Source: an optimization exercise on an open RTL-to-GDS flow (aim: small area). Production flows keep margins and buffers that such runs may drop. Function was checked by simulation only, so behaviour that the tests miss may differ from the original. Power figures rest on the tool's default switching activity, not on a simulated workload.

--- flow/design.v ---
`timescale 1ns / 1ps
module top_module(
    input clk,
    rst,
    floor_0_p,
    floor_1_p,
    floor_2_p,
    floor_3_p,
    floor_4_p,
    direction_1,
    direction_2,
    direction_3,
    floor_0_d,
    floor_1_d,
    floor_2_d,
    floor_3_d,
    floor_4_d,
    output led_inside_0,
    led_inside_1,
    led_inside_2,
    led_inside_3,
    led_inside_4,
    led_outside_0,
    led_outside_1,
    led_outside_2,
    led_outside_3,
    led_outside_4,
    led_busy,
    a_out,b_out,c_out,d_out,e_out,f_out,g_out,p_out,
    output [7:0] an
);
    reg [5:0] r;
    reg [4:0] b, a;
    wire r_wrap = r[5] & r[2] & r[1] & r[0];              
    wire tick = r[5] & r[3] & r[2] & r[0];                
    wire r24 = r[4] & r[3] & r[1] & r[0];                 
    wire b_wrap = b[4] & ~b[1] & ~b[0];                   
    wire b0 = ~b[2] & ~b[1] & ~b[0];                      
    wire b_lt3 = ~b[4] & ~b[3] & ~b[2];                   
    wire b1 = ~b[3] & ~b[2] & ~b[1] & b[0];               
    wire b9 = b[4] & ~b[3] & b[2] & b[1] & ~b[0];         
    wire b11 = b[4] & ~b[2] & b[1] & b[0];                
    wire a0 = ~a[3] & ~a[2] & ~a[1] & ~a[0];              
    wire a12 = ~a[3] & a[2] & a[1] & a[0];                
    wire a24 = ~a[4] & a[3] & ~a[2] & ~a[1] & a[0];       
    wire t249 = (a12 & b9) | (a24 & b_wrap);
    wire t1 = (a0 & b1) | (a12 & b11);
    wire step = tick && t249;
    always @(posedge clk) begin
        if (!rst) begin
            r <= 6'd0;
            b <= 5'd0;
            a <= 5'd0;
        end else begin
            r <= r_wrap ? 6'b000001 : {r[4:0], ~(r[5] ^ r[0])};
            if (tick) begin
                b <= b_wrap ? 5'd0 : {b[3:0], ~(b[4] ^ b[1])};
                if (b_wrap)
                    a <= a24 ? 5'd0 : {a[3:0], ~(a[4] ^ a[1])};
            end
        end
    end
    reg [2:0] dg;
    reg blank;
    wire anff = blank;
    always @(posedge clk) begin
        if (!rst) begin
            dg <= 3'd7;
            blank <= 1'b1;
        end else if (r_wrap && b0) begin
            dg <= {dg[2] ^ (dg[1] & dg[0]), dg[1] ^ dg[0], ~dg[0]};
            blank <= 1'b0;
        end
    end
    wire [7:0] anr = {8{blank}} | ~(8'h01 << dg);
    assign an = anr;
    wire wend = r24 && t1 && !anff;
    wire early0 = anff && b0;
    wire early3 = anff && b_lt3;
    wire [4:0] fp = {floor_4_p, floor_3_p, floor_2_p, floor_1_p, floor_0_p};
    wire [4:0] fd = {floor_4_d, floor_3_d, floor_2_d, floor_1_d, floor_0_d};
    reg [4:0] s0, fdl;
    reg [2:0] q1, q2, q3;
    wire [4:0] rise = fp & ~(s0 & ~{5{early0}});
    wire [2:0] rise_f = rise[0] ? 3'd0 : rise[1] ? 3'd1 : rise[2] ? 3'd2 :
                        rise[3] ? 3'd3 : rise[4] ? 3'd4 : 3'd7;
    always @(posedge clk)
        if (tick) begin
            s0 <= fp; q1 <= rise_f; q2 <= q1; q3 <= q2;
            fdl <= fd;
        end
    wire [2:0] hq = early3 ? 3'd7 : q3;
    wire hpv = (hq != 3'd7);
    wire [4:0] cab = fd & ~(fdl & ~{5{early0}});
    reg [4:0] inr, outr;      
    reg busy;                 
    reg P;                    
    reg [2:0] kj;             
    wire [2:0] kat = {kj[2] & ~kj[0], kj[1] & (~kj[2] | kj[0]), kj[0] & (~kj[1] | kj[2])};
    reg [2:0] LP;             
    reg [1:0] SM;             
    reg [2:0] pr;             
    reg PA;                   
    reg [2:0] sd;             
    reg dk;                   
    reg Cd;                   
    wire k0 = (kat == 3'd0);
    wire hv = (pr != 3'd7) && (pr != kat);
    wire cv = (sd != 3'd7) && (sd != kat);
    wire tv = hv | cv;
    wire [2:0] t = hv ? pr : sd;
    wire arrive = busy && !k0 && (LP == kat);
    wire mid = busy && !k0 && !arrive && (SM == ((kat == 3'd4) ? 2'd3 : kat[1:0]));
    wire other = !k0 && !arrive && !mid;
    wire start = tv && (k0 || (other && !busy));
    wire between = P ? (t < kat && t > LP) : (t > kat && t < LP);
    wire accept = other && busy && tv && between && (!hv || PA == P);
    wire clr0 = k0 && !tv;
    wire move = other && busy;
    wire set = start || accept;
    wire [4:0] kat_oh = 5'b1 << kat;
    wire [4:0] t_oh = 5'b1 << t;
    wire [4:0] clr_m = (arrive || mid || clr0) ? kat_oh : 5'b0;
    wire [4:0] n_out = (outr & ~clr_m) | ((set && hv) ? t_oh : 5'b0);
    wire [4:0] n_in = (inr & ~clr_m) | ((set && !hv) ? t_oh : 5'b0);
    wire n_busy = start ? 1'b1 : (arrive || clr0) ? 1'b0 : busy;
    wire hp_dir = (hq == 3'd0) ? 1'b0 : (hq == 3'd1) ? direction_1 :
                  (hq == 3'd2) ? direction_2 : (hq == 3'd3) ? direction_3 : 1'b1;
    wire [2:0] cab_f = cab[0] ? 3'd0 : cab[1] ? 3'd1 : cab[2] ? 3'd2 : cab[3] ? 3'd3 : 3'd4;
    always @(posedge clk) begin
        if (tick) begin
            if (hpv) PA <= hp_dir;
            if (step) begin
                if (start) begin
                    P <= (t < kat);
                    LP <= t;
                end
                if (start || k0 || mid)
                    SM <= 2'd0;
                else if (accept)
                    SM <= t[1:0];
                dk <= (k0 && start) || move;
            end
        end
        if (!rst) begin
            inr <= 0; outr <= 0; busy <= 0; kj <= 0; Cd <= 0;
            pr <= 3'd7; sd <= 3'd7;
        end else if (wend) begin
            if (dk)
                kj <= P ? {~kj[0], kj[2:1]} : {kj[1:0], ~kj[2]};
            Cd <= busy;
        end else if (tick) begin
            if (step) begin
                busy <= n_busy;
                inr <= n_in; outr <= n_out;
                pr <= 3'd7; sd <= 3'd7;
            end else begin
                if (hpv) pr <= hq;
                if (|cab) sd <= cab_f;
            end
        end
    end
    assign {led_inside_4, led_inside_3, led_inside_2, led_inside_1, led_inside_0} = inr;
    assign {led_outside_4, led_outside_3, led_outside_2, led_outside_1, led_outside_0} = outr;
    assign led_busy = busy;
    wire busy_d = Cd;
    wire [2:0] kat_d = kat;
    wire P_d = P | k0;
    reg [6:0] d0, d4, d5;
    always @* begin
        case (kat_d)
            3'd0: d0 = 7'b0000001;
            3'd1: d0 = 7'b1001111;
            3'd2: d0 = 7'b0010010;
            3'd3: d0 = 7'b0000110;
            default: d0 = 7'b1101100;
        endcase
        if (!busy_d) begin
            d4 = 7'b1000010; d5 = 7'b1001111;
        end else if (P_d) begin
            d4 = 7'b0000001; d5 = 7'b1000010;
        end else begin
            d4 = 7'b0011000; d5 = 7'b1000001;
        end
    end
    wire [6:0] seg = ({7{anr[0]}} | d0) & ({7{anr[1]}} | 7'b1111110) &
                     ({7{anr[2]}} | 7'b1110001) & ({7{anr[3]}} | 7'b0111000) &
                     ({7{anr[4]}} | d4) & ({7{anr[5]}} | d5) &
                     ({7{anr[6]}} | 7'b1111110) & ({7{anr[7]}} | 7'b1111110);
    assign {a_out, b_out, c_out, d_out, e_out, f_out, g_out} = seg;
    assign p_out = 1'b1;
endmodule
--- flow/flow/run.sh ---
#!/bin/bash
# ORFS layout as the standard.sh makes it, with two changes:
#  - ports are buffered with the smallest buffer cell (buf_1), and CTS
#    options are set (flow/extra.mk);
#  - after the standard synthesis, its combinational logic is re-mapped
#    with longer ABC scripts (flow/resyn.tcl with flow/resyn_*.abc, each
#    also run a second time on its own result); registers are untouched.
#    The smallest result that keeps every register, is fully mapped and
#    that Yosys proves equivalent to the standard netlist (flow/eqchk.tcl)
#    is laid out; if none qualifies, the standard netlist is.
# Each tool writes its full output to a log file in this folder.
set -euo pipefail
cd "$(dirname "${BASH_SOURCE[0]}")/.."
W=$(pwd)
cat flow/extra.mk >> config.mk

bash standard.sh synth > log_1_synth.log 2>&1

R=$W/orfs/results/${FLOW_PLATFORM}/top_module/base
cp "$R/1_2_yosys.v" "$W/std_1_2_yosys.v"
YOSYS=$(command -v yosys || echo "$FLOW_HOME/../tools/install/yosys/bin/yosys")
export RESYN_LIB="$FLOW_HOME/platforms/sky130hd/lib/sky130_fd_sc_hd__tt_025C_1v80.lib"
export RESYN_TOP="$FLOW_TOP"
export RESYN_DONT_USE="$(sed -n '/DONT_USE_CELLS/,/^$/p' "$FLOW_HOME/platforms/sky130hd/config.mk" | grep -o 'sky130_fd_sc_hd__[a-z0-9_]*' | tr '\n' ' ')"
STD="$W/std_1_2_yosys.v"
n_std=$(grep -cE '^\s*sky130_fd_sc_hd__e?dfxtp_[0-9]+ ' "$STD" || true)

# try: run one re-mapping; print "area file" if the result is usable
try() {  # in out script log
  if RESYN_IN="$1" RESYN_OUT="$2" RESYN_SCRIPT="$3" "$YOSYS" -c "$W/flow/resyn.tcl" > "$4" 2>&1; then
    local n_new n_asg area
    n_new=$(grep -cE '^\s*sky130_fd_sc_hd__e?dfxtp_[0-9]+ ' "$2" || true)
    n_asg=$(grep -cE '^\s*assign ' "$2" || true)
    area=$(grep "Chip area for module" "$4" | tail -1 | awk '{print $NF}')
    if [[ "$n_std" -gt 0 && "$n_std" == "$n_new" && "$n_asg" == 0 && -n "$area" ]]; then
      echo "$area $2"
    fi
  fi
}
: > resyn_candidates.txt
for s in flow/resyn_*.abc; do
  k=$(basename "$s" .abc)
  try "$STD" "$W/${k}_1.v" "$W/$s" "log_2_${k}_1.log" >> resyn_candidates.txt || true
  if [[ -f "$W/${k}_1.v" ]]; then
    try "$W/${k}_1.v" "$W/${k}_2.v" "$W/$s" "log_2_${k}_2.log" >> resyn_candidates.txt || true
  fi
done
sort -g resyn_candidates.txt > resyn_sorted.txt
chosen=""
sed "s/^module $FLOW_TOP(/module eq_gold(/" "$STD" > "$W/eq_gold.v"
while read -r area f; do
  sed "s/^module $FLOW_TOP(/module eq_gate(/" "$f" > "$W/eq_gate.v"
  if EQ_GOLD="$W/eq_gold.v" EQ_GATE="$W/eq_gate.v" "$YOSYS" -c "$W/flow/eqchk.tcl" > "log_2_eqchk_$(basename "$f" .v).log" 2>&1; then
    chosen="$f"; break
  fi
done < resyn_sorted.txt
echo "chosen: ${chosen:-standard netlist}" > log_2_resyn_choice.log
cat resyn_sorted.txt >> log_2_resyn_choice.log
if [[ -n "$chosen" ]]; then
  cp "$chosen" "$R/1_2_yosys.v"
  touch "$R/1_2_yosys.v"
fi

bash standard.sh > log_3_finish.log 2>&1
--- flow/flow/eqchk.tcl ---
# Prove the re-mapped netlist equivalent to the standard synthesis netlist
# (same registers, so a combinational/inductive proof per register).
yosys -import
set lib $::env(RESYN_LIB)
read_liberty -ignore_miss_func $lib
read_verilog $::env(EQ_GOLD)
read_verilog $::env(EQ_GATE)
flatten eq_gold eq_gate
opt_clean
equiv_make eq_gold eq_gate eq
hierarchy -top eq
equiv_simple -seq 2
equiv_induct
equiv_status -assert
--- flow/flow/extra.mk ---
export BUFFER_PORTS_ARGS = -buffer_cell sky130_fd_sc_hd__buf_1
export CTS_ARGS = -sink_clustering_enable -repair_clock_nets -dont_use_dummy_load -buf_list "sky130_fd_sc_hd__clkbuf_4 sky130_fd_sc_hd__clkbuf_8" -root_buf sky130_fd_sc_hd__clkbuf_4
--- flow/flow/resyn.tcl ---
# Re-map the combinational logic of the standard synthesis netlist with a
# longer ABC script.  Flip-flops (and tie cells) stay as they are: their
# library cells are read as black boxes, every other cell is read with its
# logic function and flattened into plain gates before ABC maps it again.
yosys -import
set lib $::env(RESYN_LIB)
read_liberty -ignore_miss_func $lib
blackbox sky130_fd_sc_hd__dfxtp_1 sky130_fd_sc_hd__dfxtp_2 sky130_fd_sc_hd__dfxtp_4 sky130_fd_sc_hd__edfxtp_1 sky130_fd_sc_hd__conb_1
read_verilog $::env(RESYN_IN)
hierarchy -top $::env(RESYN_TOP)
flatten
opt -purge
set dont_use {}
foreach c $::env(RESYN_DONT_USE) { lappend dont_use -dont_use $c }
abc -liberty $lib -script $::env(RESYN_SCRIPT) {*}$dont_use
opt_clean -purge
setundef -zero
splitnets
opt_clean -purge
hilomap -singleton -hicell sky130_fd_sc_hd__conb_1 HI -locell sky130_fd_sc_hd__conb_1 LO
insbuf -buf sky130_fd_sc_hd__buf_4 A X
opt_clean -purge
stat -liberty $lib
write_verilog -noattr -nohex -nodec $::env(RESYN_OUT)
--- flow/flow/resyn_a.abc ---
strash
&get -n
&fraig -x
&put
scorr
dc2
dretime
strash
&get -n
&dc2
&dch -f
&nf -R 1000
&put
strash
&get -n
&dc2
&dch -f
&nf -R 1000
&put
strash
&get -n
&dc2
&dch -f
&nf -R 1000
&put
strash
&get -n
&dc2
&dch -f
&nf -R 1000
&put
--- flow/flow/resyn_b.abc ---
strash
&get -n
&fraig -x
&put
scorr
dc2
dretime
strash
dc2
dch -f
map -a
strash
&get -n
&dc2
&dch -f
&nf -R 1000
&put
strash
&get -n
&dc2
&dch -f
&nf -R 1000
&put
--- flow/flow/resyn_c.abc ---
strash
&get -n
&fraig -x
&put
scorr
dc2
dretime
strash
&get -n
&dch -f
&nf -R 1000
&put
strash
&get -n
&dch -f
&nf -R 1000
&put
strash
&get -n
&dch -f
&nf -R 1000
&put
strash
&get -n
&dch -f
&nf -R 1000
&put
strash
&get -n
&dch -f
&nf -R 1000
&put
strash
&get -n
&dch -f
&nf -R 1000
&put
--- flow/flow/resyn_d.abc ---
strash
&get -n
&fraig -x
&put
scorr
dc2
dretime
strash
&get -n
&dch -f
&nf -R 1000
&put
strash
&get -n
&dch -f
&nf -R 1000
&put
strash
&get -n
&dch -f
&nf -R 1000
&put
strash
&get -n
&dch -f
&nf -R 1000
&put
--- flow/standard.sh ---
#!/bin/bash
# synth_recipe.tcl (not shown) runs the flow's synth.tcl, then flattens the netlist and writes it again
# the make line also repeats each setting of config.mk as NAME=value (left out here)
make -C /OpenROAD-flow-scripts/flow DESIGN_CONFIG=/design/flow/config.mk WORK_HOME=/design/flow/orfs CLKGATE_MAP_FILE= SYNTH_SCRIPT=/design/flow/synth_recipe.tcl "${@:-finish}"
--- flow/config.mk ---
export PLATFORM = sky130hd
export DESIGN_NAME = top_module
export DESIGN_NICKNAME = top_module
export VERILOG_FILES = /design/flow/design.v
export SDC_FILE = /design/flow/constraint.sdc
export NUM_CORES = 4
export LEC_CHECK = 0
export CAP_MARGIN = 0
export CORE_MARGIN = 2
export CORE_UTILIZATION = 40
export SLEW_MARGIN = 0
export BUFFER_PORTS_ARGS = -buffer_cell sky130_fd_sc_hd__buf_1
export CTS_ARGS = -sink_clustering_enable -repair_clock_nets -dont_use_dummy_load -buf_list "sky130_fd_sc_hd__clkbuf_4 sky130_fd_sc_hd__clkbuf_8" -root_buf sky130_fd_sc_hd__clkbuf_4
--- flow/constraint.sdc ---
create_clock -name core_clock -period 10.0 [get_ports {clk}]
set_input_delay 2.0000 -clock core_clock [delete_from_list [all_inputs] [get_ports {clk}]]
set_output_delay 2.0000 -clock core_clock [all_outputs]
set_load 0.01 [all_outputs]
==> results of run 1 <==
final timing paths:
check	end	slack [ps]
min reg2reg	q3[1]	430
min	q3[1]	430
max reg2reg	inr[1]	6440
max	g_out	5860
flip-flops by register name, summed over array words and instances (netlist names), 2 cells and up:
name,count
r,6
a,5
b,5
fdl,5
inr,5
outr,5
s0,5
LP,3
dg,3
kj,3
pr,3
q1,3
q2,3
q3,3
sd,3
SM,2
layout make-up:
cell class,count,area [um^2],area share [%]
Inverter,18,67.6,1.92
Multi-Input combinational cell,279,1460,41.5
Clock buffer,9,67.6,1.92
Tap cell,102,128,3.62
Timing Repair Buffer,42,165,4.69
Sequential cell,68,1630,46.3
metrics by stage:
step | util (%) | setup WS, ps | power, mW | hold WS [ps]
2_1_floorplan | - | 6560 | 0.299 | 400
3_5_place_dp | 44.9 | 6270 | 0.305 | 406
4_1_cts | 45.8 | 5840 | 0.428 | 438
6_report | 45.8 | 5860 | 0.422 | 435
5_1_grt | 45.8 | 5590 | 0.441 | 453
3_3_place_gp | 44.9 | 6320 | 0.305 | 403
placed cells by master (no fill, tap or decap), types with 5 or more instances in the layout:
cell type and count:
buf_1 40, edfxtp_1 27, nor3_1 11, o22ai_1 9
a21oi_1 26, dfxtp_1 41, nor2_1 42, clkinv_1 18
nor2b_1 5, nor4_1 5, and3_1 8, o21ai_0 32
nand2_1 68, o211ai_1 8, clkbuf_4 9, nand3_1 9
or3_1 5
power by group:
part           internal (mW)  switching, mW  total [mW]
sequential             0.287       0.000807       0.288
clock                 0.0418         0.0809       0.123
combinational        0.00378        0.00730      0.0111
per-layer routing:
metal  vias up  wire [um]  track usage (%)
met2        58       3270             28.3
met4         0         92             3.92
met3        13        287             5.53
li1       1433          -                -
met1      1326       3490             23.3
met5         -          0                0
==> summary.txt, run 1 <==
Run status
  • Status: timing/DRC/antenna clean

Timing
  • Skew final: 39.5 ps
  • Final Hold Viols: 0
  • Period Utilization, post-route: 41.4%
  • Max Clk Rate: 242 MHz
  • Final min period: 4140 ps
  • Worst-margin pin slew: 798 ps
  • Slew margin rel.: 46.4%
  • RSZ-0062 raised after global routing: false
  • Slew Limit Fails: 0
  • Setup TNS Final: 0 ps
  • Final setup violation count: 0

Critical path
  • CP Launch Point: kj[2]
  • CP dominant cell by count: nor2_1
  • Crit end category: output pin
  • Buf/Inv on CP: 1
  • Instance count on the critical path: 6
  • Type of origin of the critical path: flip-flop
  • FF-to-FF Start: kj[2]
  • Worst EP arrival: 2140 ps
  • Worst r2r path cells: 17
  • Slowest Stage Delay on Critical Path: 680 ps
  • Crit path kind: flip-flop to output pin
  • Critical-path cell with the highest stage delay: nor3_1
  • Crit-path cells: nor3_1, nor2_1, nor2b_1, o211ai_1, nor2_1, buf_1
  • Critical Path RT: 8000 ps
  • Top delay family on crit path: simple AND/OR/NAND/NOR gates
  • Crit-path max FO: 10

Die
  • Starting density of the core: 41.1%
  • Core Area: 7690 um^2
  • DIE AREA: 8630 um^2
  • Row count: 32
  • Die Y: 92.9 um
  • DIE WIDTH: 92.9 um
  • Io pins: 42

Clock tree
  • Clk buf depth: 2
  • Htree depth: 3
  • Hold buffers post-CTS: 0
  • Clock root buffer master: clkbuf_4
  • CTS tree: built
  • Clock latency (worst-skew pair): 410 ps
  • CTS buffer count: 9
  • Setup bufs post-CTS: 0
  • Num Clock Sinks: 68
  • Post_cts resized: 0
  • Clock slew at reported path FFs: 100 ps

Route
  • Post-DR wirelength/cell: 13.8 um
  • DR vias/cell: 5.46
  • Antenna-violating nets left: 0
  • Total wire length: 7140 um
  • Router iterations before antenna repair: 4
  • Iteration-0 DRC Markers: 161
  • Drt drc: 0
  • Detailed-route via count: 2830

Final layout
  • Area growth from synthesis to layout: 11.4%
  • Final antenna diode count: 0
  • Non-Filler Instances: 518
  • Layout fillers: 772
  • Share of cells above drive strength 1: 2.88%
  • Cell area after layout: 3520 um^2
  • Nets: 433

Logic synthesis
  • Ys Warns: 1
  • Post-Synthesis Cells: 365
  • Syn Area/Cell: 8.66 um^2
  • Syn_nets: 380
  • Synthesized area: 3160 um^2

Placed design
  • I/O Buffers: 40
  • Placed insts: 509
  • Placement Cell Area: 3450 um^2
  • HPWL after DPL: 5220 um
  • Gpl congestion: 0.887

GRT
  • Largest net degree at the start of global routing: 31
  • Vias in the first global route: 2541
  • Gr usage total: 17.6%
  • Initial antenna violation count: 0
  • Total global routing overflow: 0
  • First-pass GRT wire length: 12100 um

Power
  • Leak Pwr: 1.18 nW
  • Peak supply drop: 82.3 uV
  • PwrDens: 120 nW/um^2

Worst hold path
  • Hold Startpoint: q2[1]
  • Worst Hold Class: flip-flop to flip-flop
  • Hold depth: 0

Run
  • Max Cap Viol: 0
==> run 2: changes to the inputs <==
==> flow/flow/extra.mk (replaced) <==
export BUFFER_PORTS_ARGS = -buffer_cell sky130_fd_sc_hd__buf_1
export CTS_ARGS = -sink_clustering_enable -repair_clock_nets -dont_use_dummy_load -buf_list sky130_fd_sc_hd__clkbuf_4 -root_buf sky130_fd_sc_hd__clkbuf_4 -sink_buffer_max_cap_derate 0.6
--- a/flow/config.mk
+++ b/flow/config.mk
@@ -10,4 +10,4 @@
 export CORE_UTILIZATION = 40
 export SLEW_MARGIN = 0
 export BUFFER_PORTS_ARGS = -buffer_cell sky130_fd_sc_hd__buf_1
-export CTS_ARGS = -sink_clustering_enable -repair_clock_nets -dont_use_dummy_load -buf_list "sky130_fd_sc_hd__clkbuf_4 sky130_fd_sc_hd__clkbuf_8" -root_buf sky130_fd_sc_hd__clkbuf_4
+export CTS_ARGS = -sink_clustering_enable -repair_clock_nets -dont_use_dummy_load -buf_list sky130_fd_sc_hd__clkbuf_4 -root_buf sky130_fd_sc_hd__clkbuf_4 -sink_buffer_max_cap_derate 0.6
==> run 2 against run 1 <==
  * Setup slack unchanged
  * Critical path type unchanged
  * Clock power barely moved
  * Highest routed layer unchanged
  * Non-clock buffer count did not move
  * Flip-flop and latch count unchanged
  * Worst hold slack did not move
  * Sequential share of layout area is the same
  * Synthesized cell count stayed put
  * Combinational power barely moved
  * Largest cell class unchanged
  * Register-to-register slack hardly changed
  * Count of clock-buffer cells in the layout unchanged
  * Via count unchanged
  * Still clean
==> summary.txt, run 2 <==
Run status
  • Status: timing/DRC/antenna clean

Critical path
  • Worst r2r path cells: 17 (unchanged)
  • Crit-path max FO: 10 (unchanged)
  • Type of origin of the critical path: flip-flop
  • Worst EP arrival: 2140 ps (about the same)
  • Crit path kind: flip-flop to output pin
  • Crit end category: output pin
  • Critical Path RT: 8000 ps (about the same)

Clock tree
  • CTS buffer count: 9 (unchanged)
  • Hold buffers post-CTS: 0 (unchanged)
  • Post_cts resized: 0 (unchanged)
  • Clock root buffer master: clkbuf_4
  • Clock slew at reported path FFs: 100 ps (about the same)
  • Htree depth: 3 (unchanged)
  • Num Clock Sinks: 68 (unchanged)
  • CTS tree: built
  • Clock latency (worst-skew pair): 410 ps (about the same)
  • Clk buf depth: 2 (unchanged)
  • Setup bufs post-CTS: 0 (unchanged)

GRT
  • Total global routing overflow: 0 (unchanged)
  • Initial antenna violation count: 0 (unchanged)
  • Gr usage total: 17.6% (unchanged)
  • Vias in the first global route: 2541 (unchanged)
  • Largest net degree at the start of global routing: 31 (unchanged)
  • First-pass GRT wire length: 12100 um (unchanged)

Timing
  • Final min period: 4140 ps (unchanged)
  • RSZ-0062 raised after global routing: false
  • Skew final: 39.5 ps (unchanged)
  • Final setup violation count: 0 (unchanged)
  • Slew Limit Fails: 0 (unchanged)
  • Worst-margin pin slew: 798 ps (unchanged)
  • Period Utilization, post-route: 41.4% (unchanged)
  • Final Hold Viols: 0 (unchanged)
  • Setup TNS Final: 0 ps (unchanged)
  • WHS: 435 ps (unchanged)
  • Slew margin rel.: 46.4% (unchanged)
  • Max Clk Rate: 242 MHz (unchanged)

Worst hold path
  • Worst Hold Class: flip-flop to flip-flop
  • Hold depth: 0 (unchanged)

Power
  • Combinational power share: 2.6% (about the same)
  • Design internal power: 0.333 mW (unchanged)
  • Psw: 0.0890 mW (unchanged)
  • PwrDens: 120 nW/um^2 (unchanged)
  • Clock share of power: 29.1% (about the same)
  • Total power: 0.422 mW (unchanged)
  • Leak Pwr: 1.18 nW (unchanged)
  • Peak supply drop: 82.3 uV (unchanged)
  • Switching part of the total power: 21.1% (unchanged)
  • Sequential share of power: 68.3% (about the same)

Final layout
  • Most frequent cells in the layout: nand2_1, nor2_1, dfxtp_1
  • Multi-input logic area: 1460 um^2 (unchanged)
  • Sequential cell area: 1630 um^2 (unchanged)
  • Layout fillers: 772 (unchanged)
  • Area growth from synthesis to layout: 11.4% (unchanged)
  • Most flop-heavy register: r
  • Cell area after layout: 3520 um^2 (unchanged)
  • Share of cells above drive strength 1: 2.88% (unchanged)
  • Nets: 433 (unchanged)
  • Number of flip-flops in the largest register: 6 (unchanged)
  • Most common cell after layout, fill and taps aside: nand2_1
  • Final antenna diode count: 0 (unchanged)

Route
  • Detailed-route via count: 2830 (unchanged)
  • Total wire length: 7140 um (unchanged)
  • Router iterations before antenna repair: 4 (unchanged)
  • DR vias/cell: 5.46 (unchanged)
  • Post-DR wirelength/cell: 13.8 um (unchanged)
  • Antenna-violating nets left: 0 (unchanged)
  • Iteration-0 DRC Markers: 161 (unchanged)
  • Drt drc: 0 (unchanged)

Placed design
  • Placement Cell Area: 3450 um^2 (unchanged)
  • I/O Buffers: 40 (unchanged)
  • HPWL after DPL: 5220 um (unchanged)
  • Gpl congestion: 0.887 (unchanged)

Die
  • Die Y: 92.9 um (unchanged)
  • DIE AREA: 8630 um^2 (unchanged)
  • Core Area: 7690 um^2 (unchanged)
  • Io pins: 42 (unchanged)
  • DIE WIDTH: 92.9 um (unchanged)
  • Starting density of the core: 41.1% (unchanged)
  • Row count: 32 (unchanged)

Logic synthesis
  • Synthesized area: 3160 um^2 (unchanged)
  • Syn Area/Cell: 8.66 um^2 (unchanged)
  • Ys Warns: 1 (unchanged)
  • Syn_nets: 380 (unchanged)
  • Post-Synthesis Cells: 365 (unchanged)

Run
  • Max Cap Viol: 0 (unchanged)
run 2: metal layers:
layer	vias to the layer above	track usage, %	routed length, um
li1	1433	-	-
met1	1326	23.3	3490
met2	58	28.3	3270
met3	13	5.53	287
met4	0	3.92	92
met5	-	0	0
run 2: final timing paths:
path              endpoint  startpoint  slack, ps
hold reg to reg      q3[1]       q2[1]        430
setup / recovery     g_out       kj[2]       5860
hold / removal       q3[1]       q2[1]        430
setup reg to reg    inr[1]       kj[2]       6440
run 2: critical path: stages, from the launching register on:
cell and delay [ps]:
dfxtp_1 420, nor3_1 680, nor2_1 150, nor2b_1 150
o211ai_1 90, nor2_1 100, buf_1 150
run 2: final cells by class:
type | instances | area share (%)
clock buffer | 9 | 1.92
inverter | 18 | 1.92
multi-input combinational | 279 | 41.5
sequential | 68 | 46.3
tap | 102 | 3.62
timing repair buffer | 42 | 4.69
run 2: power groups by stage:
stage / Combinational (mW) / Clock [mW] / Sequential [mW]
2_1_floorplan: 0.00489 / 0 / 0.294
6_report: 0.0111 / 0.123 / 0.288
5_1_grt: 0.0126 / 0.140 / 0.288
3_3_place_gp: 0.0108 / 0 / 0.295
4_1_cts: 0.0110 / 0.129 / 0.288
3_5_place_dp: 0.0110 / 0 / 0.294
run 2: through the flow:
stage	utilization, %	worst slack (ps)	instances
2_1_floorplan	-	6560	365
3_3_place_gp	44.9	6320	509
3_5_place_dp	44.9	6270	509
4_1_cts	45.8	5840	518
5_1_grt	45.8	5590	518
6_report	45.8	5860	518
==> run 3: changes to the inputs <==
==> flow/flow/extra.mk (replaced) <==
export BUFFER_PORTS_ARGS = -buffer_cell sky130_fd_sc_hd__buf_1
export CTS_ARGS = -sink_clustering_enable -repair_clock_nets -dont_use_dummy_load -buf_list sky130_fd_sc_hd__clkbuf_4 -root_buf sky130_fd_sc_hd__clkbuf_4 -sink_clustering_max_diameter 40
--- a/flow/config.mk
+++ b/flow/config.mk
@@ -10,4 +10,4 @@
 export CORE_UTILIZATION = 40
 export SLEW_MARGIN = 0
 export BUFFER_PORTS_ARGS = -buffer_cell sky130_fd_sc_hd__buf_1
-export CTS_ARGS = -sink_clustering_enable -repair_clock_nets -dont_use_dummy_load -buf_list sky130_fd_sc_hd__clkbuf_4 -root_buf sky130_fd_sc_hd__clkbuf_4 -sink_buffer_max_cap_derate 0.6
+export CTS_ARGS = -sink_clustering_enable -repair_clock_nets -dont_use_dummy_load -buf_list sky130_fd_sc_hd__clkbuf_4 -root_buf sky130_fd_sc_hd__clkbuf_4 -sink_clustering_max_diameter 40
==> run 3 against run 2 <==
  * Core utilization is the same
  * Worst hold slack is the same
  * Flip-flop and latch count is the same
  * Still clean
  * First-iteration DRC count is the same
  * Clock power is essentially flat
==> summary.txt, run 3 <==
Final layout
  • Share of cells above drive strength 1: 2.88% (unchanged)
  • Number of flip-flops in the largest register: 6 (unchanged)
  • Area growth from synthesis to layout: 11.4% (unchanged)
  • Final antenna diode count: 0 (unchanged)
  • Most common cell after layout, fill and taps aside: nand2_1
  • Most flop-heavy register: r
  • Most frequent cells in the layout: nand2_1, nor2_1, dfxtp_1
  • Nets: 433 (unchanged)
  • Final design utilization: 45.8% (unchanged)

Critical path
  • Crit-path cells: nor3_1, nor2_1, nor2b_1, o211ai_1, nor2_1, buf_1
  • Crit path kind: flip-flop to output pin
  • Crit end category: output pin
  • Top delay family on crit path: simple AND/OR/NAND/NOR gates
  • Slowest Stage Delay on Critical Path: 680 ps (about the same)
  • Crit-path max FO: 10 (unchanged)
  • Critical-path cell with the highest stage delay: nor3_1
  • Buf/Inv on CP: 1 (unchanged)
  • Critical Path RT: 8000 ps (about the same)
  • CP dominant cell by count: nor2_1
  • Worst EP arrival: 2140 ps (about the same)
  • Type of origin of the critical path: flip-flop

Placed design
  • Gpl congestion: 0.887 (unchanged)
  • I/O Buffers: 40 (unchanged)
  • HPWL after DPL: 5220 um (unchanged)
  • Pre-CTS setup slack: 6270 ps (unchanged)

GRT
  • Largest net degree at the start of global routing: 31 (unchanged)
  • First-pass GRT wire length: 12100 um (unchanged)
  • Vias in the first global route: 2541 (unchanged)
  • Gr usage total: 17.6% (unchanged)
  • Total global routing overflow: 0 (unchanged)
  • Initial antenna violation count: 0 (unchanged)

Clock tree
  • Clk buf depth: 2 (unchanged)
  • Clock root buffer master: clkbuf_4
  • Htree depth: 3 (unchanged)
  • Setup bufs post-CTS: 0 (unchanged)
  • Num Clock Sinks: 68 (unchanged)
  • Post_cts resized: 0 (unchanged)
  • Clock slew at reported path FFs: 100 ps (about the same)
  • CTS buffer count: 9 (unchanged)
  • CTS tree: built
  • Hold buffers post-CTS: 0 (unchanged)
  • Clock latency (worst-skew pair): 410 ps (about the same)

Timing
  • Max Clk Rate: 242 MHz (unchanged)
  • Setup TNS Final: 0 ps (unchanged)
  • Skew final: 39.5 ps (unchanged)
  • Worst setup margin: 5860 ps (unchanged)
  • Worst-margin pin slew: 798 ps (unchanged)
  • Period Utilization, post-route: 41.4% (unchanged)
  • Final min period: 4140 ps (unchanged)
  • Final Hold Viols: 0 (unchanged)
  • WHS: 435 ps (unchanged)
  • RSZ-0062 raised after global routing: false
  • Slew Limit Fails: 0 (unchanged)
  • Final setup violation count: 0 (unchanged)
  • Slew margin rel.: 46.4% (unchanged)

Die
  • DIE WIDTH: 92.9 um (unchanged)
  • Io pins: 42 (unchanged)
  • Starting density of the core: 41.1% (unchanged)
  • Row count: 32 (unchanged)
  • Core Area: 7690 um^2 (unchanged)
  • DIE AREA: 8630 um^2 (unchanged)
  • Die Y: 92.9 um (unchanged)

Worst hold path
  • Worst Hold Class: flip-flop to flip-flop

Route
  • Total wire length: 7140 um (unchanged)
  • Post-DR wirelength/cell: 13.8 um (unchanged)
  • DR vias/cell: 5.46 (unchanged)
  • Iteration-0 DRC Markers: 161 (unchanged)
  • Antenna-violating nets left: 0 (unchanged)
  • Detailed-route via count: 2830 (unchanged)
  • Drt drc: 0 (unchanged)
  • Router iterations before antenna repair: 4 (unchanged)

Logic synthesis
  • Syn Area/Cell: 8.66 um^2 (unchanged)
  • Ys Warns: 1 (unchanged)
  • Post-Synthesis Cells: 365 (unchanged)
  • Synthesized area: 3160 um^2 (unchanged)
  • Syn_nets: 380 (unchanged)

Run
  • Max Cap Viol: 0 (unchanged)

Power
  • PwrDens: 120 nW/um^2 (unchanged)
  • Total power: 0.422 mW (unchanged)
  • Peak supply drop: 82.3 uV (unchanged)
  • Leak Pwr: 1.18 nW (unchanged)

Run status
  • Status: timing/DRC/antenna clean
[run 3: cell counts in the layout (fill, tap and decap cells not counted)]
No cell type changed its count.
[run 3: per-layer routing]
metal  up-vias  wire length, um  GRT usage, %  share of wire [%]
met1      1326             3490          23.3                 49
met4         0               92          3.92                1.3
met3        13              287          5.53                4.0
li1       1433                -             -                  -
met2        58             3270          28.3                 46
met5         -                0             0                  0
[run 3: per-stage QoR]
step           cell area (um^2)  std cells
2_1_floorplan              3160        365
4_1_cts                    3520        518
5_1_grt                    3520        518
3_5_place_dp               3450        509
6_report                   3520        518
3_3_place_gp               3450        509
[run 3: report_power, final]
group	internal, mW	leakage (nW)	switching (mW)	total (mW)
Sequential	0.287	0.587	0.000807	0.288
Clock	0.0418	0.0414	0.0809	0.123
Combinational	0.00378	0.554	0.00730	0.0111
[run 3: final timing paths]
check / startpoint / end / slack (ps) / cells past startpoint
min reg2reg: q2[1] / q3[1] / 430 / 0
max: kj[2] / g_out / 5860 / 6
max reg2reg: kj[2] / inr[1] / 6440 / 17
min: q2[1] / q3[1] / 430 / 0
[run 3: area by class of cell]
class | count | area, um^2
clock buffers | 9 | 67.6
inverters | 18 | 67.6
multi-input cells | 279 | 1460
flip-flops and latches | 68 | 1630
fillers | 772 | 4170
well taps | 102 | 128
repair buffers | 42 | 165
[run 3: worst register-to-register path: stages, from the launching register on]
cell and delay, ps:
dfxtp_1 520, nand2_1 310, o21bai_1 220, nor2_1 70, o21a_1 120, a21oi_1 320
o21ai_0 120, buf_4 180, a21oi_1 120, o221ai_1 150, nand2_1 130, a31oi_1 60
nor3_1 190, o21ai_0 160, nand2_1 120, nand3_1 150, or3_1 370, o21ai_0 150
==> run 4: changes to the inputs <==
==> flow/flow/extra.mk (replaced) <==
export BUFFER_PORTS_ARGS = -buffer_cell sky130_fd_sc_hd__buf_1
export CTS_ARGS = -repair_clock_nets -dont_use_dummy_load -buf_list sky130_fd_sc_hd__clkbuf_4 -root_buf sky130_fd_sc_hd__clkbuf_4
==> flow/config.mk (replaced) <==
export PLATFORM = sky130hd
export DESIGN_NAME = top_module
export DESIGN_NICKNAME = top_module
export VERILOG_FILES = /design/flow/design.v
export SDC_FILE = /design/flow/constraint.sdc
export NUM_CORES = 4
export LEC_CHECK = 0
export CAP_MARGIN = 0
export CORE_MARGIN = 2
export CORE_UTILIZATION = 55
export SLEW_MARGIN = 0
export BUFFER_PORTS_ARGS = -buffer_cell sky130_fd_sc_hd__buf_1
export CTS_ARGS = -repair_clock_nets -dont_use_dummy_load -buf_list sky130_fd_sc_hd__clkbuf_4 -root_buf sky130_fd_sc_hd__clkbuf_4
==> run 4 against run 3 <==
  * Flip-flop and latch count is the same
  * Via count grew 0.21%
  * Area after synthesis is the same
  * Largest cell class unchanged
  * Synthesized cell count is the same
  * Non-clock buffer count is the same
  * Critical path type unchanged
  * Worst hold slack lost 7.7 ps
  * Cell area shrank 1.1%
  * Largest power group unchanged
  * Sequential share of layout area grew 0.50 points
==> summary.txt, run 4 <==
Clock tree
  • Hold buffers post-CTS: 0 (unchanged)
  • CTS tree: built
  • Htree depth: 3 (unchanged)
  • Num Clock Sinks: 68 (unchanged)
  • Clock slew at reported path FFs: 90 ps (about the same)
  • Clk buf depth: 2 (unchanged)
  • CTS buffer count: 9 (unchanged)
  • Clock root buffer master: clkbuf_4
  • Setup bufs post-CTS: 0 (unchanged)
  • Clock latency (worst-skew pair): 410 ps (about the same)
  • Post_cts resized: 0 (unchanged)

Timing
  • Slew Limit Fails: 0 (unchanged)
  • Setup TNS Final: 0 ps (unchanged)
  • WHS: 427 ps (-7.71 ps)
  • Max Clk Rate: 239 MHz (-1.2%)
  • Final min period: 4190 ps (+49.1 ps)
  • Skew final: 28.0 ps (-11.5 ps)
  • Final Hold Viols: 0 (unchanged)
  • Slew margin rel.: 45.7% (-0.77 points)
  • Worst-margin pin slew: 810 ps (+11.5 ps)
  • RSZ-0062 raised after global routing: false
  • Final setup violation count: 0 (unchanged)
  • Period Utilization, post-route: 41.9% (+0.49 points)

Die
  • Core Area: 5540 um^2 (-28%)
  • Io pins: 42 (unchanged)
  • Starting density of the core: 57.1% (+16 points)
  • DIE AREA: 6370 um^2 (-26%)
  • Die Y: 79.8 um (-14%)
  • Row count: 27 (-16%)
  • DIE WIDTH: 79.8 um (-14%)

Logic synthesis
  • Syn Area/Cell: 8.66 um^2 (unchanged)
  • Post-Synthesis Cells: 365 (unchanged)
  • Ys Warns: 1 (unchanged)
  • Syn_nets: 380 (unchanged)
  • Synthesized area: 3160 um^2 (unchanged)

Worst hold path
  • Hold depth: 0 (unchanged)
  • Worst Hold Class: flip-flop to flip-flop
  • WHS Endpoint: q2[2]
  • Hold Startpoint: q1[2]

Final layout
  • Nets: 433 (unchanged)
  • Final design utilization: 62.9% (+17 points)
  • Multi-input logic area: 1460 um^2 (unchanged)
  • Most frequent cells in the layout: nand2_1, nor2_1, dfxtp_1
  • Layout fillers: 511 (-34%)
  • Final antenna diode count: 0 (unchanged)
  • Most flop-heavy register: r
  • Sequential cell area: 1630 um^2 (unchanged)
  • Area growth from synthesis to layout: 10.2%
  • Number of flip-flops in the largest register: 6 (unchanged)
  • Most common cell after layout, fill and taps aside: nand2_1
  • Share of cells above drive strength 1: 2.88% (unchanged)

Run status
  • Status: timing/DRC/antenna clean

Route
  • Post-DR wirelength/cell: 14.7 um (+6.5%)
  • Drt drc: 0 (unchanged)
  • Router iterations before antenna repair: 4 (unchanged)
  • Total wire length: 7170 um (+0.35%)
  • Iteration-0 DRC Markers: 197 (+22%)
  • Antenna-violating nets left: 0 (unchanged)
  • DR vias/cell: 5.81 (+6.4%)
  • Detailed-route via count: 2836 (+0.21%)

Power
  • Peak supply drop: 73.1 uV (-11%)
  • PwrDens: 123 nW/um^2 (+2.4%)
  • Leak Pwr: 1.18 nW (unchanged)

Critical path
  • Type of origin of the critical path: flip-flop
  • Worst EP arrival: 2190 ps (+50 ps)
  • Crit-path max FO: 10 (unchanged)
  • Critical Path RT: 8000 ps (about the same)
  • Crit end category: output pin
  • FF-to-FF Start: kj[2]
  • CP Launch Point: kj[2]
  • Crit path kind: flip-flop to output pin
  • R2r endpoint: inr[1]
  • Worst r2r path cells: 17 (unchanged)
  • Setup slack, reg-to-reg: 6380 ps (-60 ps)

Placed design
  • Gpl congestion: 0.894 (+0.78%)
  • I/O Buffers: 40 (unchanged)
  • HPWL after DPL: 5120 um (-1.9%)

GRT
  • GR Util met3: 3.51% (-2.0 points)
  • Initial antenna violation count: 0 (unchanged)
  • Total global routing overflow: 0 (unchanged)
  • First-pass GRT wire length: 11800 um (-3.1%)
  • Layer with the highest usage: met2
  • GR Util met2: 38.7% (+10 points)
  • Largest net degree at the start of global routing: 31 (unchanged)
  • Gr usage total: 23.6% (+6.0 points)
  • Vias in the first global route: 2538 (-0.12%)
  • GRT met1 Usage: 31.4% (+8.1 points)

Run
  • Max Cap Viol: 0 (unchanged)
## run 4: layout make-up
type	instances	area share, %
flip-flops and latches	68	46.8
well taps	72	2.59
multi-input cells	279	42.0
repair buffers	42	4.74
clock buffers	9	1.94
inverters	18	1.94
## run 4: worst max-delay path, cell delays in order, from the launching register on
cell	delay [ps]
dfxtp_1	420
nor3_1	690
nor2_1	160
nor2b_1	170
o211ai_1	100
nor2_1	110
buf_1	160
## run 4: power by group
group / switching, mW / internal [mW] / leakage [nW]
registers: 0.000762 / 0.287 / 0.587
logic: 0.00700 / 0.00378 / 0.554
clock network: 0.0865 / 0.0419 / 0.0414
total: 0.0943 / 0.333 / 1.18
## run 4: how the worst max path moves through the flow
| stage | end | depth (start not counted) |
|---|---|---|
| final | g_out | 6 |
| after global routing | g_out | 6 |
| after CTS | g_out | 6 |
| after detailed placement | g_out | 6 |
| after global placement | g_out | 6 |
| after floorplan | f_out | 3 |
## run 4: layer usage
| metal | vias to the layer above | share of wire, % |
|---|---|---|
| met5 | - | 0 |
| met4 | 0 | 1.4 |
| met3 | 10 | 3.4 |
| met2 | 68 | 47 |
| met1 | 1328 | 48 |
| li1 | 1430 | - |
## run 4: stage by stage
stage | setup slack [ps] | cells | power [mW] | area (um^2)
floorplan | 6560 | 365 | 0.299 | 3160
global placement | 6330 | 479 | 0.305 | 3420
detailed placement | 6250 | 479 | 0.305 | 3420
CTS | 5800 | 488 | 0.429 | 3480
global route | 5560 | 488 | 0.439 | 3480
finish | 5810 | 488 | 0.427 | 3480
==> run 5: changes to the inputs <==
==> flow/flow/extra.mk (replaced) <==
export BUFFER_PORTS_ARGS = -buffer_cell sky130_fd_sc_hd__buf_1
export CTS_ARGS = -sink_clustering_enable -repair_clock_nets -dont_use_dummy_load -buf_list sky130_fd_sc_hd__clkbuf_4 -root_buf sky130_fd_sc_hd__clkbuf_4 -sink_clustering_levels 1
--- a/flow/config.mk
+++ b/flow/config.mk
@@ -10,4 +10,4 @@
 export CORE_UTILIZATION = 55
 export SLEW_MARGIN = 0
 export BUFFER_PORTS_ARGS = -buffer_cell sky130_fd_sc_hd__buf_1
-export CTS_ARGS = -repair_clock_nets -dont_use_dummy_load -buf_list sky130_fd_sc_hd__clkbuf_4 -root_buf sky130_fd_sc_hd__clkbuf_4
+export CTS_ARGS = -sink_clustering_enable -repair_clock_nets -dont_use_dummy_load -buf_list sky130_fd_sc_hd__clkbuf_4 -root_buf sky130_fd_sc_hd__clkbuf_4 -sink_clustering_levels 1
==> run 5 against run 4 <==
  * Critical path type unchanged
  * Non-clock buffer count stayed put
  * Largest cell class unchanged
  * Still clean
  * Worst hold slack unchanged
  * Critical path depth did not move
  * Largest power group unchanged
==> summary.txt, run 5 <==
Run status
  • Status: timing/DRC/antenna clean

Final layout
  • Final antenna diode count: 0 (unchanged)
  • Number of flip-flops in the largest register: 6 (unchanged)
  • Most common cell after layout, fill and taps aside: nand2_1
  • Share of cells above drive strength 1: 2.88% (unchanged)
  • Area growth from synthesis to layout: 10.2% (unchanged)
  • Most flop-heavy register: r
  • Non-Filler Instances: 488 (unchanged)
  • Layout fillers: 511 (unchanged)
  • Most frequent cells in the layout: nand2_1, nor2_1, dfxtp_1
  • Nets: 433 (unchanged)

Route
  • Detailed-route via count: 2836 (unchanged)
  • Post-DR wirelength/cell: 14.7 um (unchanged)
  • DR vias/cell: 5.81 (unchanged)
  • Total wire length: 7170 um (unchanged)
  • Drt drc: 0 (unchanged)
  • Router iterations before antenna repair: 4 (unchanged)
  • Antenna-violating nets left: 0 (unchanged)
  • Wl on met1: 3420 um (unchanged)
  • Wire length on met2: 3400 um (unchanged)
  • Iteration-0 DRC Markers: 197 (unchanged)
  • Top Metal Used: met4
  • WL met3: 246 um (unchanged)

Critical path
  • Type of origin of the critical path: flip-flop
  • CP Launch Point: kj[2]
  • Top delay family on crit path: simple AND/OR/NAND/NOR gates
  • Crit end category: output pin
  • Instance count on the critical path: 6 (unchanged)
  • Worst EP arrival: 2190 ps (about the same)
  • FF-to-FF Start: kj[2]
  • Crit path kind: flip-flop to output pin
  • Crit-path cells: nor3_1, nor2_1, nor2b_1, o211ai_1, nor2_1, buf_1
  • R2r endpoint: inr[1]
  • Crit-path max FO: 10 (unchanged)
  • CP dominant cell by count: nor2_1
  • Critical Path RT: 8000 ps (about the same)
  • Worst r2r path cells: 17 (unchanged)
  • Setup slack, reg-to-reg: 6380 ps (about the same)
  • Critical-path cell with the highest stage delay: nor3_1
  • Buf/Inv on CP: 1 (unchanged)
  • Slowest Stage Delay on Critical Path: 690 ps (about the same)
  • Worst Setup EP: g_out

Clock tree
  • CTS tree: built
  • Num Clock Sinks: 68 (unchanged)
  • Clock root buffer master: clkbuf_4
  • Hold buffers post-CTS: 0 (unchanged)
  • Clock latency (worst-skew pair): 410 ps (about the same)
  • Clk buf depth: 2 (unchanged)
  • Setup bufs post-CTS: 0 (unchanged)
  • Post_cts resized: 0 (unchanged)
  • Clock slew at reported path FFs: 90 ps (about the same)
  • Htree depth: 3 (unchanged)
  • CTS buffer count: 9 (unchanged)

Logic synthesis
  • Ys Warns: 1 (unchanged)
  • Syn Area/Cell: 8.66 um^2 (unchanged)
  • Synthesized area: 3160 um^2 (unchanged)
  • Syn_nets: 380 (unchanged)
  • Post-Synthesis Cells: 365 (unchanged)

Timing
  • Final min period: 4190 ps (unchanged)
  • Max Clk Rate: 239 MHz (unchanged)
  • Final Hold Viols: 0 (unchanged)
  • Final setup violation count: 0 (unchanged)
  • Worst-margin pin slew: 810 ps (unchanged)
  • Skew final: 28.0 ps (unchanged)
  • RSZ-0062 raised after global routing: false
  • WHS: 427 ps (unchanged)
  • Worst setup margin: 5810 ps (unchanged)
  • Period Utilization, post-route: 41.9% (unchanged)
  • Slew margin rel.: 45.7% (unchanged)
  • Slew Limit Fails: 0 (unchanged)
  • Setup TNS Final: 0 ps (unchanged)

Run
  • Max Cap Viol: 0 (unchanged)

GRT
  • First-pass GRT wire length: 11800 um (unchanged)
  • Vias in the first global route: 2538 (unchanged)
  • Gr usage total: 23.6% (unchanged)
  • Initial antenna violation count: 0 (unchanged)
  • Largest net degree at the start of global routing: 31 (unchanged)
  • Total global routing overflow: 0 (unchanged)

Placed design
  • Gpl congestion: 0.894 (unchanged)
  • I/O Buffers: 40 (unchanged)
  • Placed insts: 479 (unchanged)
  • Pre-CTS setup slack: 6250 ps (unchanged)
  • HPWL after DPL: 5120 um (unchanged)

Power
  • Leak Pwr: 1.18 nW (unchanged)
  • Peak supply drop: 73.1 uV (unchanged)
  • PwrDens: 123 nW/um^2 (unchanged)

Die
  • DIE AREA: 6370 um^2 (unchanged)
  • Core Area: 5540 um^2 (unchanged)
  • Row count: 27 (unchanged)
  • Starting density of the core: 57.1% (unchanged)
  • Die Y: 79.8 um (unchanged)
  • Io pins: 42 (unchanged)
  • DIE WIDTH: 79.8 um (unchanged)

Worst hold path
  • Worst Hold Class: flip-flop to flip-flop
run 5: cell counts in the layout (fill, tap and decap cells not counted):
No cell type changed its count.
run 5: worst reg2reg max path, stage by stage (launching register included):
cell,delay (ps)
dfxtp_1,530
nand2_1,330
o21bai_1,250
nor2_1,80
o21a_1,110
a21oi_1,340
o21ai_0,140
buf_4,190
a21oi_1,120
o221ai_1,130
nand2_1,120
a31oi_1,50
nor3_1,200
o21ai_0,180
nand2_1,130
nand3_1,150
or3_1,370
o21ai_0,160
run 5: cell type report:
cell class / instances / area, um^2 / area share [%]
sequential: 68 / 1630 / 46.8
multi-input combinational: 279 / 1460 / 42.0
timing repair buffer: 42 / 165 / 4.74
tap: 72 / 90.1 / 2.59
clock buffer: 9 / 67.6 / 1.94
inverter: 18 / 67.6 / 1.94
run 5: worst min path at each step:
stage / from / cells past startpoint / end / slack, ps
floorplan: q1[0] / 0 / q2[0] / 400
global placement: q2[1] / 0 / q3[1] / 400
detailed placement: q1[2] / 0 / q2[2] / 410
CTS: q1[2] / 0 / q2[2] / 430
global route: q1[2] / 0 / q2[2] / 430
finish: q1[2] / 0 / q2[2] / 430
run 5: metal layers:
layer / GRT usage [%] / up-vias
li1: - / 1430
met5: 0 / -
met4: 9.49 / 0
met2: 38.7 / 68
met1: 31.4 / 1328
met3: 3.51 / 10
run 5: power breakdown:
part / total [mW] / internal (mW) / switching [mW] / leakage, nW
Clock: 0.128 / 0.0419 / 0.0865 / 0.0414
Combinational: 0.0108 / 0.00378 / 0.00700 / 0.554
Sequential: 0.288 / 0.287 / 0.000762 / 0.587
run 5: metrics by stage:
step	utilization [%]	area, um^2	total power [mW]
final	62.9	3480	0.427
after global routing	62.9	3480	0.439
after CTS	62.9	3480	0.429
after detailed placement	61.7	3420	0.305
after global placement	61.7	3420	0.305
after floorplan	-	3160	0.299
==> run 6: changes to the inputs <==
==> flow/flow/extra.mk (replaced) <==
export BUFFER_PORTS_ARGS = -buffer_cell sky130_fd_sc_hd__buf_1
export CTS_ARGS = -sink_clustering_enable -repair_clock_nets -dont_use_dummy_load -buf_list sky130_fd_sc_hd__clkbuf_2 -root_buf sky130_fd_sc_hd__clkbuf_4
--- a/flow/config.mk
+++ b/flow/config.mk
@@ -10,4 +10,4 @@
 export CORE_UTILIZATION = 55
 export SLEW_MARGIN = 0
 export BUFFER_PORTS_ARGS = -buffer_cell sky130_fd_sc_hd__buf_1
-export CTS_ARGS = -sink_clustering_enable -repair_clock_nets -dont_use_dummy_load -buf_list sky130_fd_sc_hd__clkbuf_4 -root_buf sky130_fd_sc_hd__clkbuf_4 -sink_clustering_levels 1
+export CTS_ARGS = -sink_clustering_enable -repair_clock_nets -dont_use_dummy_load -buf_list sky130_fd_sc_hd__clkbuf_2 -root_buf sky130_fd_sc_hd__clkbuf_4
==> run 6 against run 5 <==
  * Still clean
  * Sequential share of layout area is the same
  * Flip-flop and latch count is the same
  * Cell count is the same
  * Die area is the same
  * Via count is the same
  * Cell area is the same
  * Combinational power is essentially flat
  * Core utilization is the same
  * Worst hold slack is the same
  * Largest cell class unchanged
==> summary.txt, run 6 <==
GRT
  • Vias in the first global route: 2538 (unchanged)
  • Initial antenna violation count: 0 (unchanged)
  • Total global routing overflow: 0 (unchanged)
  • First-pass GRT wire length: 11800 um (unchanged)
  • Gr usage total: 23.6% (unchanged)
  • Largest net degree at the start of global routing: 31 (unchanged)

Timing
  • Slew margin rel.: 45.7% (unchanged)
  • RSZ-0062 raised after global routing: false
  • Final Hold Viols: 0 (unchanged)
  • WHS: 427 ps (unchanged)
  • Final setup violation count: 0 (unchanged)
  • Slew Limit Fails: 0 (unchanged)
  • Setup TNS Final: 0 ps (unchanged)
  • Final min period: 4190 ps (unchanged)
  • Skew final: 28.0 ps (unchanged)
  • Max Clk Rate: 239 MHz (unchanged)
  • Worst-margin pin slew: 810 ps (unchanged)
  • Period Utilization, post-route: 41.9% (unchanged)

Route
  • Detailed-route via count: 2836 (unchanged)
  • Router iterations before antenna repair: 4 (unchanged)
  • Total wire length: 7170 um (unchanged)
  • Antenna-violating nets left: 0 (unchanged)
  • Post-DR wirelength/cell: 14.7 um (unchanged)
  • Drt drc: 0 (unchanged)
  • DR vias/cell: 5.81 (unchanged)
  • Iteration-0 DRC Markers: 197 (unchanged)

Run status
  • Status: timing/DRC/antenna clean

Power
  • PwrDens: 123 nW/um^2 (unchanged)
  • Combinational power share: 2.5% (about the same)
  • Clock share of power: 30.1% (about the same)
  • Design internal power: 0.333 mW (unchanged)
  • Peak supply drop: 73.1 uV (unchanged)
  • Sequential share of power: 67.4% (about the same)
  • Leak Pwr: 1.18 nW (unchanged)
  • Psw: 0.0943 mW (unchanged)
  • Switching part of the total power: 22.1% (unchanged)

Logic synthesis
  • Ys Warns: 1 (unchanged)
  • Syn_nets: 380 (unchanged)
  • Post-Synthesis Cells: 365 (unchanged)
  • Synthesized area: 3160 um^2 (unchanged)
  • Syn Area/Cell: 8.66 um^2 (unchanged)

Final layout
  • Multi-input logic area: 1460 um^2 (unchanged)
  • Nets: 433 (unchanged)
  • Area growth from synthesis to layout: 10.2% (unchanged)
  • Number of flip-flops in the largest register: 6 (unchanged)
  • Final design utilization: 62.9% (unchanged)
  • Most common cell after layout, fill and taps aside: nand2_1
  • Most flop-heavy register: r
  • Layout fillers: 511 (unchanged)
  • Sequential cell area: 1630 um^2 (unchanged)
  • Most frequent cells in the layout: nand2_1, nor2_1, dfxtp_1
  • Final antenna diode count: 0 (unchanged)
  • Share of cells above drive strength 1: 2.88% (unchanged)

Worst hold path
  • Hold depth: 0 (unchanged)
  • Worst Hold Class: flip-flop to flip-flop

Clock tree
  • CTS buffer count: 9 (unchanged)
  • Htree depth: 3 (unchanged)
  • Clock root buffer master: clkbuf_4
  • Setup bufs post-CTS: 0 (unchanged)
  • CTS tree: built
  • Clk buf depth: 2 (unchanged)
  • Clock latency (worst-skew pair): 410 ps (about the same)
  • Post_cts resized: 0 (unchanged)
  • Hold buffers post-CTS: 0 (unchanged)
  • Clock slew at reported path FFs: 90 ps (about the same)
  • Num Clock Sinks: 68 (unchanged)

Critical path
  • Critical-path cell with the highest stage delay: nor3_1
  • Crit end category: output pin
  • Crit-path max FO: 10 (unchanged)
  • Crit path kind: flip-flop to output pin
  • Type of origin of the critical path: flip-flop
  • CP dominant cell by count: nor2_1
  • Worst r2r path cells: 17 (unchanged)
  • Top delay family on crit path: simple AND/OR/NAND/NOR gates
  • Buf/Inv on CP: 1 (unchanged)
  • Instance count on the critical path: 6 (unchanged)
  • Slowest Stage Delay on Critical Path: 690 ps (about the same)
  • Crit-path cells: nor3_1, nor2_1, nor2b_1, o211ai_1, nor2_1, buf_1
  • Critical Path RT: 8000 ps (about the same)
  • Worst EP arrival: 2190 ps (about the same)

Placed design
  • Gpl congestion: 0.894 (unchanged)
  • I/O Buffers: 40 (unchanged)
  • HPWL after DPL: 5120 um (unchanged)

Die
  • Io pins: 42 (unchanged)
  • DIE AREA: 6370 um^2 (unchanged)
  • Starting density of the core: 57.1% (unchanged)
  • Row count: 27 (unchanged)
  • DIE WIDTH: 79.8 um (unchanged)
  • Core Area: 5540 um^2 (unchanged)
  • Die Y: 79.8 um (unchanged)

Run
  • Max Cap Viol: 0 (unchanged)
==> run 6: layout make-up <==
class	count	share of cell area (%)
Clock buffer	9	1.94
Tap cell	72	2.59
Sequential cell	68	46.8
Multi-Input combinational cell	279	42.0
Inverter	18	1.94
Timing Repair Buffer	42	4.74
==> run 6: per-stage QoR <==
stage / power, mW / setup slack, ps / area (um^2) / instances
floorplan: 0.299 / 6560 / 3160 / 365
global placement: 0.305 / 6330 / 3420 / 479
detailed placement: 0.305 / 6250 / 3420 / 479
CTS: 0.429 / 5800 / 3480 / 488
global route: 0.439 / 5560 / 3480 / 488
finish: 0.427 / 5810 / 3480 / 488
==> run 6: final timing paths <==
check / start / to / slack, ps
min reg2reg: q1[2] / q2[2] / 430
min: q1[2] / q2[2] / 430
max reg2reg: kj[2] / inr[1] / 6380
max: kj[2] / g_out / 5810
==> run 6: power by group through the flow <==
stage | clock [mW] | sequential (mW) | combinational (mW)
detailed placement | 0 | 0.294 | 0.0108
global route | 0.138 | 0.288 | 0.0125
global placement | 0 | 0.294 | 0.0106
floorplan | 0 | 0.294 | 0.00489
CTS | 0.130 | 0.288 | 0.0108
finish | 0.128 | 0.288 | 0.0108
==> run 6: layer usage <==
| metal | share of wire (%) | track usage (%) | up-vias |
|---|---|---|---|
| met5 | 0 | 0 | - |
| met2 | 47 | 38.7 | 68 |
| met4 | 1.4 | 9.49 | 0 |
| li1 | - | - | 1430 |
| met3 | 3.4 | 3.51 | 10 |
| met1 | 48 | 31.4 | 1328 |

[afterwards: timing with drivers on the ports]
The results above use ideal ports. As a check the final layouts listed here were re-extracted and re-timed, cells and wires unchanged. Step 1 (the two cells are an assumption about what drives the block):
set clk [get_ports {clk}]
set_driving_cell -lib_cell sky130_fd_sc_hd__clkbuf_16 $clk
set_driving_cell -lib_cell sky130_fd_sc_hd__buf_2 [delete_from_list [all_inputs] $clk]
Step 2 adds t to the input delays and takes it off the output delays; t is the mean of the earliest and latest rising clock arrival at the registers after step 1. Input paths then give back, and output paths get back, about the clock's delay inside the block. a / b / c = no drivers / after step 1 / after step 2; a / b = the first two.
run | t, ns | setup slack, ns | worst setup path at the end | pins driven straight from the clock port
run 1 | 0.418 | 5.861 / 5.834 / 6.252 | register to output | 1
run 2 | 0.418 | 5.861 / 5.834 / 6.252 | register to output | 1
run 3 | 0.418 | 5.861 / 5.834 / 6.252 | register to output | 1
run 4 | 0.418 | 5.812 / 5.785 / 6.203 | register to output | 1
run 5 | 0.418 | 5.812 / 5.785 / 6.203 | register to output | 1
run 6 | 0.418 | 5.812 / 5.785 / 6.203 | register to output | 1
After both steps every run listed still meets setup and hold.
